Background: an optimization exercise with open tools, aiming at small area and a short achievable clock period. Do not read the settings as production practice.
At most, simulation tests tie the RTL to the original design; equivalence was not proved.
Function not checked in runs 2 to 4: the RTL went through the layout flow alone.
Power and IR drop assume default switching activity.

==> flow/design.v, too long to show whole: its modules and the start of the top module <==
// module eq_streaming: 1069 lines
module eq_streaming #(
	parameter integer C_S_AXI_DATA_WIDTH = 32
)
(
    input aclk,
    input aresetn,
    input [C_S_AXI_DATA_WIDTH-1:0] D_READY,
    input [C_S_AXI_DATA_WIDTH-1:0] FFT_PTNS,
    input [C_S_AXI_DATA_WIDTH-1:0] FFT_BKTS,
    input [C_S_AXI_DATA_WIDTH-1:0] my_reg0,
    input [C_S_AXI_DATA_WIDTH-1:0] my_reg1,
    input [C_S_AXI_DATA_WIDTH-1:0] my_reg2,
    input [C_S_AXI_DATA_WIDTH-1:0] my_reg3,
    input [C_S_AXI_DATA_WIDTH-1:0] my_reg4,
    input [C_S_AXI_DATA_WIDTH-1:0] my_reg5,
    input [C_S_AXI_DATA_WIDTH-1:0] my_reg6,
    input [C_S_AXI_DATA_WIDTH-1:0] my_reg7,
    input [C_S_AXI_DATA_WIDTH-1:0] my_reg8,
    input [C_S_AXI_DATA_WIDTH-1:0] my_reg9,
    input [C_S_AXI_DATA_WIDTH-1:0] my_reg10,
    input [C_S_AXI_DATA_WIDTH-1:0] my_reg11,
    input [C_S_AXI_DATA_WIDTH-1:0] my_reg12,
    input [C_S_AXI_DATA_WIDTH-1:0] s_axis_data,
    output reg s_axis_ready,
    input s_axis_valid,
    output reg [C_S_AXI_DATA_WIDTH-1:0] m_axis_data,
    input m_axis_ready,
    output reg m_axis_valid
);
  // ...
==> flow/flow/run.sh <==
#!/bin/bash
set -euo pipefail
MARGIN=$(cat flow/margin.txt)
bash standard.sh SETUP_SLACK_MARGIN=$MARGIN finish > make_finish.log 2>&1
==> flow/flow/margin.txt <==
7
==> flow/standard.sh <==
#!/bin/bash
# synth_recipe.tcl (not shown) runs the flow's synth.tcl, then flattens the netlist and writes it again
# the make line also repeats each setting of config.mk as NAME=value (left out here)
make -C /OpenROAD-flow-scripts/flow DESIGN_CONFIG=/design/flow/config.mk WORK_HOME=/design/flow/orfs CLKGATE_MAP_FILE= SYNTH_SCRIPT=/design/flow/synth_recipe.tcl "${@:-finish}"
==> flow/config.mk <==
export PLATFORM = sky130hd
export DESIGN_NAME = eq_streaming
export DESIGN_NICKNAME = eq_streaming
export VERILOG_FILES = /design/flow/design.v
export SDC_FILE = /design/flow/constraint.sdc
export NUM_CORES = 4
export LEC_CHECK = 0
export CAP_MARGIN = 20
export CORE_MARGIN = 2
export CORE_UTILIZATION = 45
export PLACE_DENSITY = 0.6
export SLEW_MARGIN = 20
==> flow/constraint.sdc <==
create_clock -name core_clock -period 10.0 [get_ports {aclk}]
set_input_delay 2.0000 -clock core_clock [delete_from_list [all_inputs] [get_ports {aclk}]]
set_output_delay 2.0000 -clock core_clock [all_outputs]
set_load 0.01 [all_outputs]
==> run_results.csv, run 1 <==
group,metric,value,unit
timing,min_period,3.03,ns
final_layout,final_area,27000,um2
grt,globalRouteMet2Util,49.6,%
drt,wl_met1,32100,um
floorplan,die_x,218,um
synthesis,synth_top_family_by_area,"adder cells",
timing,rsz0062_at_grt,"true",
power_and_ir_drop,clock_power,1.07,mW
drt,routed_via_density,5.90,
grt,grt_max_degree,58,
synthesis,seq_area_frac_synth,24.3,%
outcome,status,"finished clean",
clocking,cts_max_path_buffers,3,
timing,final_max_slew_viol_count,0,
floorplan,start_util,45.6,%
clocking,clkSinkCount,242,
timing,hold_viol,0,
floorplan,taps,600,
clocking,cts_hold_buf,0,
synthesis,synth-simple-area-share,8.10,%
timing,max-slew-margin-rel,36.4,%
hold_path,min_path_cells,1,
floorplan,core_area,45400,um2
power_and_ir_drop,leakagePower,11.0,nW
placement,io_buffers,402,
grt,use_met3,7.10,%
hold_path,whs_endpoint,"v1$_SDFF_PN0_",
final_layout,seq_cell_count,242,
placement,hpwl,59600,um
synthesis,synthArstFlopShare,0,%
final_layout,area_growth,30.5,%
synthesis,syn-cell-area,20700,um2
==> run 2: changes to the inputs <==
--- a/flow/design.v
+++ b/flow/design.v
@@ -36,32 +36,32 @@
         r0 <= 1'b0; r1 <= 1'b0; s_axis_ready <= 1'b0;
     end else begin
         v0 <= s_axis_valid; v1 <= v0; m_axis_valid <= v1;
         r0 <= m_axis_ready; r1 <= r0; s_axis_ready <= r1;
     end
 end
 reg [3:0] nb;
 always @(posedge aclk) nb <= FFT_BKTS[3:0];
-reg [16:0] rem;
+reg [15:0] rem;
 reg z;
 reg [11:0] n;
 wire [12:0] n1 = {1'b0, n} + 13'd1;
 wire wrap = n1[nb];
 always @(posedge aclk) begin
     if (!aresetn) begin
-        rem <= FFT_PTNS[16:0];
+        rem <= FFT_PTNS[15:0];
         z <= 1'b1;
         n <= 12'd1;
     end else if (acc) begin
-        if (rem == 17'd1) begin
-            rem <= FFT_PTNS[16:0];
+        if (rem == 16'd1) begin
+            rem <= FFT_PTNS[15:0];
             z <= 1'b1;
         end else begin
-            rem <= rem - 17'd1;
+            rem <= rem - 16'd1;
             z <= 1'b0;
         end
         if (!z)
             n <= wrap ? 12'd1 : n1[11:0];
     end
 end
 wire [11:0] lead;
 genvar k;
==> flow/flow/run.sh (replaced) <==
#!/bin/bash
set -euo pipefail
MARGIN=$(cat flow/margin.txt)
bash standard.sh SETUP_SLACK_MARGIN=$MARGIN \
  "BUFFER_PORTS_ARGS=-buffer_cell sky130_fd_sc_hd__buf_1" finish > make_finish.log 2>&1
==> flow/config.mk (replaced) <==
export PLATFORM = sky130hd
export DESIGN_NAME = eq_streaming
export DESIGN_NICKNAME = eq_streaming
export VERILOG_FILES = /design/flow/design.v
export SDC_FILE = /design/flow/constraint.sdc
export NUM_CORES = 4
export LEC_CHECK = 0
export CAP_MARGIN = 20
export CORE_MARGIN = 2
export CORE_UTILIZATION = 65
export PLACE_DENSITY = 0.75
export SLEW_MARGIN = 20
==> run 2 against run 1 <==
- clock skew increased by 0.0095 ns
- flip-flop and latch count fell by 1
- non-clock buffer count is 6 higher
- final area down 12%
- combinational power rose by 3%
- worst hold slack lost 0.0032 ns
- worst setup slack worse by 0.22 ns
==> run_results.csv, run 2 <==
group,metric,value,unit
outcome,status,"finished clean",
grt,grt_pass1_vias,18700,
timing,setup_ws,6.74,ns
placement,io_buffers,401,
critical_path,cp_slowest_cell,"a221o_1",
synthesis,synth_nets,2979,
clocking,clk_latency,0.57,ns
placement,pre_cts_slack,6.07,ns
synthesis,synth_edf_count,16,
synthesis,synthTopCellsByCount,"a22oi_1 (278), dfxtp_1 (225), xnor2_1 (175)",
floorplan,core_area,30700,um2
drt,routed_via_density,6.69,
placement,place_congestion,1.12,
hold_path,min_path_type,"reg -> reg",
floorplan,die_x,181,um
job,drv_cap,0,
drt,drt_iter0_markers,2495,
final_layout,area_growth,17.2,%
placement,hpwl,59500,um
final_layout,top_regs,"m_axis_data x32, g x24, rem x16",
drt,wirelength,80000,um
final_layout,largest_reg_flops,32,
clocking,cts_hold_buf,0,
timing,final_max_slew_viol_count,0,
final_layout,largest-register,"m_axis_data",
clocking,cts_max_level,1,
synthesis,ys_types,67,
synthesis,yosysTopAreaCellShare,22.2,%
floorplan,dieArea,32600,um2
grt,track_usage,47.0,%
final_layout,most-common-layout-cells,"buf_1 (366), a22oi_1 (278), xnor2_1 (175)",
critical_path,critPathKind,"in -> reg",
synthesis,synth_area_leaders,"dfxtp_1 (22%), fa_1 (17%), a22oi_1 (10%)",
timing,max-slew-margin-rel,41.4,%
timing,hold_viol,0,
timing,max_freq,0.307,GHz
synthesis,synth.most_common_cell,"a22oi_1",
floorplan,dieHeight,181,um
floorplan,ios,582,
timing,finClkSkew,0.0272,ns
synthesis,synth-main-ff-cell,"dfxtp_1",
critical_path,critPathCaptureType,"register",
critical_path,crit_arrival,3.67,ns
timing,timing.final.crit_share,32.6,%
power_and_ir_drop,power_density,278,nW/um2
drt,vias,19200,
drt,drt-pass1-iter-count,7,
drt,drc_errors,0,
synthesis,synthArstFlopShare,0,%
floorplan,rows,64,
final_layout,fin_util,77.6,%
timing,finalSetupViolCount,0,
critical_path,start_kind,"input port",
critical_path,cpMostUsedCell,"a221o_1",
synthesis,synth_top_area_cell,"dfxtp_1",
grt,grt_max_degree,56,
clocking,clock-root-buffer,"clkbuf_16",
critical_path,setup.worst_path.start,"my_reg11[16]",
critical_path,r2r_start,"im_two[0]$_DFF_P_",
hold_path,min-delay-start,"v0$_SDFF_PN0_",
drt,wire_per_inst,27.8,um
clocking,numCtsBuffers,26,
final_layout,layout_commonest_cell,"buf_1",
timing,final.setup.tns,0,ns
final_layout,nets,3277,
synthesis,yosys_warnings,1,
timing,worstMarginPinSlew,0.877,ns
final_layout,drive_gt1_share,12.3,%
grt,grt_overflow,0,
synthesis,seq_area_frac_synth,24.6,%
synthesis,syn_avg_cell_area,9.45,um2
clocking,clk_pin_slew,0.07,ns
synthesis,syn_inst,2146,
power_and_ir_drop,leakagePower,9.42,nW
drt,ant_nets,0,
grt,grt_pass1_wl,115000,um
synthesis,syn-cell-area,20300,um2
power_and_ir_drop,ir_drop,0.152,mV
clocking,clkSinkCount,241,
synthesis,ys_seq_elements,241,
critical_path,cp_max_fo,1,
floorplan,start_util,66.2,%
timing,min_period,3.26,ns
timing,rsz0062_at_grt,"true",
clocking,cts_max_path_buffers,3,
critical_path,crit_chain,"buf_1, nand3b_1, a21oi_2, a221o_1, a221o_1, a221o_1, a221oi_2, nand3_1",
clocking,cts_tree,"built",
critical_path,cp.required,10.42,ns
critical_path,cpPeakStageDelay,0.42,ns
grt,antenna_found_initial,18,
==> run 2: critical path, delay by kind of cell <==
| kind | cells | cell delay (ns) |
|---|---|---|
| buffers and inverters | 1 | 0.08 |
| AOI/OAI and AO/OA | 5 | 1.38 |
| and+or+nand+nor | 2 | 0.22 |
==> run 2: final cells by class <==
type                    count  area (um2)
clock buffers              37         793
repair buffers            462        2340
flip-flops and latches    241        5100
multi-input cells        1544       14200
well taps                 396         495
diodes                     15        37.5
fillers                  2100        6880
clock inverters            11         154
inverters                 169         634
==> run 2: per-layer routing <==
layer / GRT usage (%) / share of wire [%] / vias to the layer above
met4: 40.4 / 11 / 8
li1: - / - / 8179
met3: 16.0 / 13 / 361
met5: 0 / 0.060 / -
met2: 69.1 / 42 / 1419
met1: 54.9 / 34 / 9273
==> run 2: where the power goes <==
part / leakage [nW] / switching, mW / total (mW) / internal [mW]
Clock: 0.459 / 0.421 / 1.05 / 0.631
Sequential: 2.06 / 0.239 / 1.50 / 1.26
Combinational: 6.90 / 2.30 / 4.05 / 1.75
==> run 2: path summary, 6_finish.rpt <==
path | end | slack (ns) | cells after the start
min reg2reg | v1$_SDFF_PN0_ | 0.44 | 1
max reg2reg | im_q23_2$_DFF_P_ | 6.96 | 9
max | g[16]$_DFF_P_ | 6.74 | 8
min | v1$_SDFF_PN0_ | 0.44 | 1
==> run 2: timing repair <==
item | in CTS | in global routing
setup endpoints to repair | 140 | 84
setup buffers | 10 | 15
resized for setup | 160 | 56
pin swaps | 3 | 9
gates cloned | 3 | 2
==> run 2: through the flow <==
stage | area [um2] | std cells | hold WS (ns) | total power, mW
after floorplan | 20500 | 2146 | 0.412 | 4.18
after detailed placement | 22000 | 2782 | 0.426 | 5.27
after global placement | 22000 | 2782 | 0.418 | 5.10
final | 23800 | 2875 | 0.443 | 6.61
after CTS | 23400 | 2843 | 0.443 | 6.41
after global routing | 23800 | 2871 | 0.453 | 7.09
==> run 2: logic make-up (layout without fill, tap and decap cells) <==
| group | count (synthesis) | count (layout) | synth area share [%] |
|---|---|---|---|
| AO/OA/AOI/OAI | 574 | 575 | 21.0 |
| buffers and inverters | 364 | 679 | 6.92 |
| AND/OR/NAND/NOR | 341 | 343 | 8.67 |
| XOR/XNOR | 321 | 321 | 13.9 |
| adder cells (fa/ha/maj) | 285 | 285 | 23.9 |
| flip-flops | 241 | 241 | 24.6 |
| multiplexers | 20 | 20 | 1.08 |
| other | 0 | 15 | 0 |
==> run 3: changes to the inputs <==
--- a/flow/config.mk
+++ b/flow/config.mk
@@ -8,5 +8,7 @@
 export CAP_MARGIN = 20
 export CORE_MARGIN = 2
 export CORE_UTILIZATION = 65
+export CTS_CLUSTER_DIAMETER = 120
+export CTS_CLUSTER_SIZE = 30
 export PLACE_DENSITY = 0.75
 export SLEW_MARGIN = 20
==> run 3 against run 2 <==
- non-clock buffer count is 12 lower
- maximum frequency is 0.98% lower
- clock skew is 0.018 ns higher
- worst hold slack better by 0.011 ns
- sequential power hardly changed
- via count is 2.6% lower
- critical path depth stayed put
- clock power is 45% lower
- critical endpoint unchanged
- largest cell class unchanged
==> run_results.csv, run 3 <==
group,metric,value,unit
synthesis,yosys_warnings,1,
synthesis,ys_seq_elements,241,
timing,setup_ws,6.71,ns
power_and_ir_drop,ir_drop,0.141,mV
clocking,numCtsBuffers,12,
final_layout,layout_commonest_cell,"buf_1",
clocking,cts_hold_buf,0,
final_layout,nets,3251,
synthesis,seq_area_frac_synth,24.6,%
critical_path,start_kind,"input port",
timing,rsz0062_at_grt,"true",
timing,final.setup.tns,0,ns
drt,drt_iter0_markers,2419,
timing,min_period,3.29,ns
clocking,clk_latency,0.51,ns
final_layout,area_growth,12.9,%
synthesis,synth_area_leaders,"dfxtp_1 (22%), fa_1 (17%), a22oi_1 (10%)",
synthesis,ys_types,67,
critical_path,setup.worst_path.start,"my_reg11[16]",
power_and_ir_drop,power.total,6.02,mW
critical_path,ff2ff_setup_slack,6.92,ns
grt,grt_pass1_vias,18100,
floorplan,dieArea,32600,um2
floorplan,rows,64,
synthesis,yosysTopAreaCellShare,22.2,%
floorplan,start_util,66.2,%
drt,wirelength,77900,um
hold_path,min_path_type,"reg -> reg",
placement,place_congestion,1.12,
timing,finClkSkew,0.0451,ns
synthesis,synth_top_area_cell,"dfxtp_1",
grt,grt_max_degree,56,
drt,drc_errors,0,
job,drv_cap,0,
synthesis,synth.most_common_cell,"a22oi_1",
final_layout,most-common-layout-cells,"buf_1 (367), a22oi_1 (278), xnor2_1 (175)",
timing,timing.final.crit_share,32.9,%
timing,max-slew-margin-rel,37.0,%
critical_path,critPathCaptureType,"register",
hold_path,min-delay-start,"r0$_SDFF_PN0_",
power_and_ir_drop,leakagePower,9.03,nW
drt,ant_nets,0,
final_layout,fill_cells,2280,
grt,grt_pass1_wl,113000,um
clocking,cts_tree,"built",
synthesis,synthTopCellsByCount,"a22oi_1 (278), dfxtp_1 (225), xnor2_1 (175)",
critical_path,r2r_start,"g[19]$_DFF_P_",
grt,track_usage,46.0,%
grt,grt_overflow,0,
floorplan,die_x,181,um
synthesis,syn_inst,2146,
critical_path,reg2reg_depth,9,
timing,finalSetupViolCount,0,
floorplan,ios,582,
timing,max_freq,0.304,GHz
critical_path,crit_arrival,3.67,ns
final_layout,largest_reg_flops,32,
hold_path,min_path_cells,1,
synthesis,synth_nets,2979,
drt,wire_per_inst,27.5,um
timing,worstMarginPinSlew,0.945,ns
placement,numPlacedInstances,2782,
outcome,status,"finished clean",
final_layout,fin_cells,2830,
synthesis,synth_edf_count,16,
timing,hold_viol,0,
drt,drt-pass1-iter-count,8,
critical_path,reg2reg_to,"im_q23_2$_DFF_P_",
final_layout,top_regs,"m_axis_data x32, g x24, rem x16",
drt,vias,18700,
drt,routed_via_density,6.62,
timing,final_max_slew_viol_count,0,
synthesis,syn_avg_cell_area,9.45,um2
placement,io_buffers,401,
placement,pre_cts_slack,6.07,ns
floorplan,dieHeight,181,um
synthesis,synthArstFlopShare,0,%
final_layout,largest-register,"m_axis_data",
floorplan,core_area,30700,um2
synthesis,syn-cell-area,20300,um2
critical_path,critPathKind,"in -> reg",
power_and_ir_drop,power_density,263,nW/um2
clocking,cts_max_level,1,
clocking,clkSinkCount,241,
clocking,cts_max_path_buffers,3,
synthesis,synth-main-ff-cell,"dfxtp_1",
hold_path,whs_endpoint,"r1$_SDFF_PN0_",
final_layout,fin_util,74.7,%
grt,antenna_found_initial,15,
clocking,clk_pin_slew,0.12,ns
final_layout,drive_gt1_share,9.87,%
placement,hpwl,59500,um
critical_path,cp_max_fo,1,
critical_path,cp.required,10.38,ns
clocking,clock-root-buffer,"clkbuf_16",
run 3: cell counts after synthesis:
No cell type changed its count.
run 3: how the worst max path moves through the flow:
| stage | endpoint | cells after the start | slack [ns] |
|---|---|---|---|
| 2_1_floorplan | g[10]$_DFF_P_ | 7 | 6.76 |
| 3_3_place_gp | n[2]$_SDFFE_PN0P_ | 6 | 6.03 |
| 3_5_place_dp | n[2]$_SDFFE_PN0P_ | 6 | 6.07 |
| 4_1_cts | g[16]$_DFF_P_ | 8 | 6.76 |
| 5_1_grt | g[23]$_DFF_P_ | 8 | 6.71 |
| 6_report | g[16]$_DFF_P_ | 8 | 6.71 |
run 3: cells by family (layout without fill, tap and decap cells):
group	count (synthesis)	in the layout	share of synthesized area [%]
AOI/OAI and AO/OA	574	575	21.0
xor gates and xnor gates	321	321	13.9
adders and majority gates	285	285	23.9
buffers and inverters	364	636	6.92
DFF	241	241	24.6
muxes	20	20	1.08
other	0	13	0
and+or+nand+nor	341	343	8.67
run 3: power by group:
group	internal, mW	total, mW	leakage, nW	switching, mW
Combinational	1.72	3.95	6.81	2.23
Clock	0.245	0.574	0.175	0.328
Sequential	1.26	1.49	2.05	0.229
Total	3.23	6.02	9.03	2.78
run 3: layout make-up:
type                    instances  area (um2)  area share (%)
multi-input cells            1544       14200            62.0
inverters                     169         634            2.77
diodes                         13        32.5           0.142
flip-flops and latches        241        5080            22.2
well taps                     396         495            2.16
repair buffers                450        2100            9.15
clock buffers                  16         337            1.47
clock inverters                 1        30.0           0.131
run 3: metrics by stage:
step	hold slack (ns)	cell area, um2
after global placement	0.418	22000
after global routing	0.468	22900
after CTS	0.456	22600
after detailed placement	0.426	22000
after floorplan	0.412	20500
final	0.454	22900
run 3: timing repair:
action	4_1_cts	5_1_grt
gates cloned	3	2
setup buffers	5	8
setup endpoints to repair	128	98
resized for setup	89	70
hold endpoints to repair	0	0
pin swaps	3	9
run 3: worst max-delay path, cell delays in order:
cell,delay [ns]
buf_1,0.08
nand3b_1,0.09
a21oi_2,0.07
a221o_1,0.41
a221o_1,0.42
a221o_1,0.31
a221oi_2,0.17
nand3_1,0.13
run 3: layer usage:
layer	up-vias	routed length [um]	global-route usage [%]
li1	8112	-	-
met1	8976	26800	56.3
met2	1332	33100	68.5
met3	311	10300	13.5
met4	2	7620	35.2
met5	-	11	0
==> run 4: changes to the inputs <==
--- a/flow/config.mk
+++ b/flow/config.mk
@@ -8,7 +8,7 @@
 export CAP_MARGIN = 20
 export CORE_MARGIN = 2
 export CORE_UTILIZATION = 65
-export CTS_CLUSTER_DIAMETER = 120
-export CTS_CLUSTER_SIZE = 30
+export CTS_CLUSTER_DIAMETER = 100
+export CTS_CLUSTER_SIZE = 25
 export PLACE_DENSITY = 0.75
 export SLEW_MARGIN = 20
==> run 4 against run 3 <==
- combinational power barely moved
- routed wire length fell by 0.26%
- sequential power barely moved
- critical path type unchanged
- largest power group unchanged
==> run_results.csv, run 4 <==
group,metric,value,unit
outcome,status,"finished clean",
final_layout,multi_input_area,14200,um2
synthesis,seq_area_frac_synth,24.6,%
synthesis,yosysTopAreaCellShare,22.2,%
drt,ant_nets,0,
timing,rsz0062_at_grt,"true",
clocking,cts_max_path_buffers,3,
placement,io_buffers,401,
drt,wire_per_inst,27.5,um
floorplan,dieHeight,181,um
synthesis,syn_avg_cell_area,9.45,um2
power_and_ir_drop,leakagePower,8.94,nW
critical_path,cpPeakStageDelay,0.41,ns
drt,drc_errors,0,
timing,whs,0.446,ns
final_layout,area_growth,12.1,%
final_layout,largest-register,"m_axis_data",
clocking,cts_tree,"built",
critical_path,cp.required,10.37,ns
power_and_ir_drop,combPwrFrac,65.8,%
timing,finClkSkew,0.0153,ns
timing,max-slew-margin-rel,37.9,%
drt,drt_iter0_markers,2611,
grt,grt_overflow,0,
critical_path,cpLargestDelayFamily,"compound AO/OA/AOI/OAI gates",
floorplan,core_area,30700,um2
clocking,cts_max_level,1,
synthesis,yosys_warnings,1,
grt,antenna_found_initial,11,
power_and_ir_drop,p_int,3.22,mW
placement,place_congestion,1.12,
final_layout,nets,3249,
synthesis,synth-main-ff-cell,"dfxtp_1",
power_and_ir_drop,switchingPower,2.77,mW
critical_path,start_kind,"input port",
timing,final.setup.tns,0,ns
final_layout,drive_gt1_share,8.81,%
drt,wirelength,77700,um
floorplan,ios,582,
placement,hpwl,59500,um
timing,final_max_slew_viol_count,0,
final_layout,regArea,5040,um2
clocking,clk_latency,0.50,ns
floorplan,dieArea,32600,um2
grt,grt_pass1_vias,18200,
final_layout,top_regs,"m_axis_data x32, g x24, rem x16",
synthesis,synth_area_leaders,"dfxtp_1 (22%), fa_1 (17%), a22oi_1 (10%)",
critical_path,cp_slowest_cell,"a221o_1",
power_and_ir_drop,pwr-share-seq,24.9,%
drt,vias,18900,
synthesis,synth_edf_count,16,
floorplan,die_x,181,um
clocking,numCtsBuffers,13,
critical_path,critPathCaptureType,"register",
critical_path,cp_max_fo,1,
timing,timing.final.crit_share,33.1,%
critical_path,critPathKind,"in -> reg",
clocking,clock-root-buffer,"clkbuf_16",
synthesis,synthTopCellsByCount,"a22oi_1 (278), dfxtp_1 (225), xnor2_1 (175)",
critical_path,crit_arrival,3.67,ns
power_and_ir_drop,netSwitchingFraction,46.3,%
critical_path,crit_buf_inv,1,
synthesis,syn-cell-area,20300,um2
clocking,clkSinkCount,241,
power_and_ir_drop,ir_drop,0.166,mV
power_and_ir_drop,power_density,263,nW/um2
job,drv_cap,0,
timing,min_period,3.31,ns
synthesis,ys_seq_elements,241,
timing,max_freq,0.302,GHz
synthesis,synthArstFlopShare,0,%
grt,track_usage,45.9,%
floorplan,rows,64,
grt,grt_max_degree,56,
timing,hold_viol,0,
synthesis,synth_top_area_cell,"dfxtp_1",
timing,worstMarginPinSlew,0.932,ns
final_layout,layout_commonest_cell,"buf_1",
drt,routed_via_density,6.68,
critical_path,crit_chain,"buf_1, nand3b_1, a21oi_2, a221o_1, a221o_1, a221o_1, a221oi_2, nand3_1",
timing,finalSetupViolCount,0,
power_and_ir_drop,pwr-share-clk,9.4,%
clocking,clk_pin_slew,0.10,ns
synthesis,syn_inst,2146,
final_layout,largest_reg_flops,32,
drt,drt-pass1-iter-count,7,
critical_path,cpMostUsedCell,"a221o_1",
synthesis,synth.most_common_cell,"a22oi_1",
floorplan,start_util,66.2,%
final_layout,fill_cells,2310,
synthesis,ys_types,67,
hold_path,min_path_type,"reg -> reg",
final_layout,most-common-layout-cells,"buf_1 (376), a22oi_1 (278), dfxtp_1 (182)",
synthesis,synth_nets,2979,
grt,grt_pass1_wl,112000,um
## run 4: cell counts after synthesis
Identical to the previous run, type by type.
## run 4: stage by stage
stage               util, %  area [um2]  cells  power, mW  setup WS (ns)
global route           74.2       22700   2824       6.49           6.70
global placement       71.6       22000   2782       5.10           6.03
floorplan                 -       20500   2146       4.18           6.76
detailed placement     71.6       22000   2782       5.27           6.07
finish                 74.2       22700   2824       5.99           6.69
CTS                    73.4       22500   2806       5.87           6.74
## run 4: worst reg2reg max path, stage by stage, from the launching register on
cell,delay (ns)
dfxtp_1,0.82
a22oi_1,0.18
xor2_1,0.20
fa_1,0.50
fa_1,0.39
xnor2_1,0.16
xnor2_1,0.30
xnor2_1,0.20
xnor2_1,0.18
xnor2_1,0.17
## run 4: final timing paths
path                                     from          endpoint  slack [ns]  cells after the start
worst max register to register  g[16]$_DFF_P_  im_q23_2$_DFF_P_        6.81                      9
worst max-delay path             my_reg11[16]     g[16]$_DFF_P_        6.69                      8
worst min-delay path            r0$_SDFF_PN0_     r1$_SDFF_PN0_        0.45                      1
worst min register to register  r0$_SDFF_PN0_     r1$_SDFF_PN0_        0.45                      1
## run 4: cell families after synthesis
logic type | Yosys count | share of synthesized area [%]
flip-flops | 241 | 24.6
XOR/XNOR | 321 | 13.9
buffers and inverters | 364 | 6.92
adder cells (fa/ha/maj) | 285 | 23.9
multiplexers | 20 | 1.08
AO/OA/AOI/OAI | 574 | 21.0
AND/OR/NAND/NOR | 341 | 8.67
## run 4: layout make-up
class	count	area share, %
multi-input cells	1544	62.4
flip-flops and latches	241	22.2
repair buffers	447	8.83
inverters	169	2.79
well taps	396	2.18
clock buffers	16	1.48
diodes	10	0.110
clock inverters	1	0.0385
## run 4: metal layers
metal | GRT usage, % | wire, um | vias up | share of wire (%)
li1 | - | - | 8085 | -
met1 | 54.0 | 26000 | 9037 | 33
met2 | 66.3 | 32500 | 1426 | 42
met3 | 16.0 | 10900 | 303 | 14
met4 | 40.1 | 8290 | 2 | 11
met5 | 0 | 18 | - | 0.023
## run 4: timing repair
item                                    in CTS  in global routing
hold endpoints to repair                     0                  0
pin swaps                                    3                  7
hold buffers                                 0                  0
resized for setup                           66                 50
cloned                                       3                  2
buffers inserted                             4                  6
endpoints found under the setup margin     109                 90
## run 4: power groups by stage
stage	clock network, mW	registers, mW	logic [mW]
finish	0.561	1.49	3.94
global route	0.588	1.51	4.39
CTS	0.563	1.48	3.82
detailed placement	0	1.50	3.77
global placement	0	1.48	3.61
floorplan	0	1.39	2.79

-- static timing again, ports no longer ideal --
The results above use ideal ports. As a check the final layouts listed here were re-extracted and re-timed, cells and wires unchanged. Step 1 assumes that a clkbuf_16 drives the clock port and a buf_2 every other input. Step 2 also shifts input and output timing later by t, the mid clock arrival at the registers, as if the neighbouring blocks saw the same clock. a / b / c = no drivers / after step 1 / after step 2; a / b = the first two.
| run | t (ns) | setup slack, ns | worst setup path at the end |
|---|---|---|---|
| run 1 | 0.618 | 6.967 / 6.932 / 6.368 | input to register |
| run 2 | 0.607 | 6.744 / 6.777 / 6.170 | input to register |
| run 3 | 0.550 | 6.711 / 6.750 / 6.200 | input to register |
| run 4 | 0.548 | 6.694 / 6.729 / 6.181 | input to register |
After both steps setup and hold are still met in every run listed. For run 1, which loses most, drivers alone change the setup slack by -0.035 ns; drivers and shift together by -0.599 ns.
